From an optimization exercise on the open Yosys and OpenROAD flow, aimed at small area and a short achievable clock period; shortcuts taken in it are not production practice.
Power is estimated from default activity; no workload was simulated.

Design ternary_sum_nine, start of the top module:
module ternary_sum_nine #(
    parameter WIDTH = 32
) (
    input clk,
    input [WIDTH-1:0] i0,
    input [WIDTH-1:0] i1,
    input [WIDTH-1:0] i2,
    input [WIDTH-1:0] i3,
    input [WIDTH-1:0] i4,
    input [WIDTH-1:0] i5,
    input [WIDTH-1:0] i6,
    input [WIDTH-1:0] i7,
    input [WIDTH-1:0] i8,
    output [WIDTH+4-1:0] o
);
wire fs0, fc0;
wire hs0, hc0;
wire fs1, fc1;
wire fs2, fc2;
wire hs1, hc1;
wire fs3, fc3;
wire fs4, fc4;
wire fs5, fc5;
wire fs6, fc6;
wire fs7, fc7;
wire fs8, fc8;
wire fs9, fc9;
wire fs10, fc10;
wire fs11, fc11;
wire fs12, fc12;
wire fs13, fc13;
wire fs14, fc14;
wire fs15, fc15;
wire fs16, fc16;
wire fs17, fc17;
wire fs18, fc18;
wire fs19, fc19;
wire fs20, fc20;
wire fs21, fc21;
wire fs22, fc22;
wire fs23, fc23;
wire fs24, fc24;
wire fs25, fc25;
wire fs26, fc26;
wire fs27, fc27;
wire fs28, fc28;
wire fs29, fc29;
wire fs30, fc30;
wire fs31, fc31;
wire fs32, fc32;
wire fs33, fc33;
wire fs34, fc34;
wire fs35, fc35;
wire fs36, fc36;
wire fs37, fc37;
wire fs38, fc38;
wire fs39, fc39;
wire fs40, fc40;
wire fs41, fc41;
wire fs42, fc42;
wire fs43, fc43;
wire fs44, fc44;
wire fs45, fc45;
wire fs46, fc46;
wire fs47, fc47;
wire fs48, fc48;
wire fs49, fc49;
wire fs50, fc50;
wire fs51, fc51;
wire fs52, fc52;
wire fs53, fc53;
wire fs54, fc54;
wire fs55, fc55;
wire fs56, fc56;
wire fs57, fc57;
wire fs58, fc58;
wire fs59, fc59;
wire fs60, fc60;
wire fs61, fc61;
wire fs62, fc62;
wire fs63, fc63;
wire fs64, fc64;
wire fs65, fc65;
wire fs66, fc66;
wire fs67, fc67;
wire fs68, fc68;
wire fs69, fc69;
wire fs70, fc70;
wire fs71, fc71;
wire fs72, fc72;
wire fs73, fc73;
wire fs74, fc74;
wire fs75, fc75;
wire fs76, fc76;
wire fs77, fc77;
wire fs78, fc78;
wire fs79, fc79;
wire fs80, fc80;
wire fs81, fc81;
wire fs82, fc82;
wire fs83, fc83;
wire fs84, fc84;
wire fs85, fc85;
wire fs86, fc86;
wire fs87, fc87;
wire fs88, fc88;
wire fs89, fc89;
wire fs90, fc90;
wire fs91, fc91;
wire fs92, fc92;
wire fs93, fc93;
wire fs94, fc94;
wire hs2, hc2;
wire fs95, fc95;
wire fs96, fc96;
wire fs97, fc97;
wire fs98, fc98;
wire fs99, fc99;
wire fs100, fc100;
wire fs101, fc101;
wire fs102, fc102;
wire fs103, fc103;
wire fs104, fc104;
wire fs105, fc105;
wire fs106, fc106;
wire fs107, fc107;
wire fs108, fc108;
wire fs109, fc109;
wire fs110, fc110;
wire fs111, fc111;
wire fs112, fc112;
wire fs113, fc113;
  ...
Size: ~620 cells after synthesis, ~140 flip-flops.
Settings: LEC_CHECK=0, ABC_CLOCK_PERIOD_IN_PS=700, CAP_MARGIN=20, CORE_MARGIN=2, CORE_UTILIZATION=60, SETUP_SLACK_MARGIN=3.0, SLEW_MARGIN=20; clock period 5.5 ns.
standard.sh (not shown) runs the stock make flow with config.mk's settings and CLKGATE_MAP_FILE= SYNTH_SCRIPT=/design/flow/synth_recipe.tcl, a recipe that flattens the netlist after the stock synthesis.
==> flow/flow/run.sh <==
#!/bin/bash
set -e
export BUFFER_PORTS_ARGS="-buffer_cell sky130_fd_sc_hd__buf_1"
bash standard.sh > standard.log 2>&1
The starting point passed the timing, design-rule and antenna checks.
Edit:
--- a/flow/config.mk
+++ b/flow/config.mk
@@ -12 +11,0 @@
-export SETUP_SLACK_MARGIN = 3.0
The new run finished clean.
Non-clock buffer count is lower by 14.
Core utilization is lower by 4.3 points.
Die area is unchanged.
Final area is lower by 5.4%.
Setup slack degrades by 0.23 ns.
Via count is lower by 1.4%.
Clock skew is about the same.
Routed wire length is lower by 3.5%.
Global-route usage is about the same.
Edit:
--- a/flow/config.mk
+++ b/flow/config.mk
@@ -8 +8 @@
-export ABC_CLOCK_PERIOD_IN_PS = 700
+export ABC_CLOCK_PERIOD_IN_PS = 2400
@@ -11,0 +12 @@
+export SETUP_SLACK_MARGIN = 3.0
What happened: The new run finished with timing, DRC and antenna clean. Combinational power grows by 23%. Routed wire length goes up by 3.6%. Worst setup slack improves by 0.23 ns. Design area climbs by 5.7%. Global-route usage is about the same. Die area stays the same. Via count went up by 1.5%. First-iteration DRC count goes up by 58%. Non-clock buffer count rises by 14.
Edit:
--- a/flow/config.mk
+++ b/flow/config.mk
@@ -8 +7,0 @@
-export ABC_CLOCK_PERIOD_IN_PS = 2400
@@ -11,2 +10 @@
-export CORE_UTILIZATION = 60
-export SETUP_SLACK_MARGIN = 3.0
+export CORE_UTILIZATION = 40
- power came out lower by about 13%
- via count came out lower by 3.1%
- worst hold slack got worse by 0.0087 ns
- design area came out lower by 4.5%
- count of clock-buffer cells in the layout came out lower by 4
- global-route usage came out lower by 8.9 points
- sequential share of layout area came out higher by 1.1 points
- critical path depth came out lower by 1
- utilization came out lower by 29 points
Edit:
--- a/flow/config.mk
+++ b/flow/config.mk
@@ -7,0 +8 @@
+export ABC_CLOCK_PERIOD_IN_PS = 1800
@@ -10 +11 @@
-export CORE_UTILIZATION = 40
+export CORE_UTILIZATION = 60
Outcome: Worst setup slack improves by 0.10 ns; die area fell by 33%; sequential cell count does not change; global-route usage went up by 8.9 points; total power rose by 0.56%; clock skew came out lower by 0.0045 ns; wire length rose by 1.6%.
Edit:
--- a/flow/config.mk
+++ b/flow/config.mk
@@ -8 +7,0 @@
-export ABC_CLOCK_PERIOD_IN_PS = 1800
@@ -11,0 +11 @@
+export SETUP_SLACK_MARGIN = 3.0
Outcome: Non-clock buffer count rises by 14; worst setup slack gets better by 0.23 ns; synthesized area stays the same; cell area came out higher by about 6%; die area does not change; final cell count is higher by 1.2%; sequential share of layout area is lower by 1.3 points; clock skew hardly moves; clock-buffer cell count does not change; total power goes up by 14%; utilization grows by 4.3 points.
No functional check of the RTL was part of any run of this note.

port drivers added, routing unchanged:
How much do the figures lean on ideal ports? The routed layouts below were timed once more, with nothing changed but the port constraints.
Step 1 assumes that a clkbuf_16 drives the clock port and a buf_2 every other input.
Step 2 also shifts input and output timing later by t, the mid clock arrival at the registers, as if the neighbouring blocks saw the same clock.
a / b / c = ideal ports / drivers / drivers and shift; a / b = the first two.
run	t, ns	slack for setup (ns)	worst data-port slew with drivers (ns)	cell pins on the clock port's net
the first run	0.451	2.462 / 2.462 / 2.462	0.05	1
the second run	0.455	2.230 / 2.230 / 2.230	0.04	1
the third run	0.451	2.462 / 2.462 / 2.462	0.05	1
the fourth run	0.456	2.127 / 2.127 / 2.127	0.06	1
the fifth run	0.455	2.230 / 2.230 / 2.230	0.04	1
the sixth run	0.451	2.462 / 2.462 / 2.462	0.05	1
After both steps setup and hold are still met in every run listed.
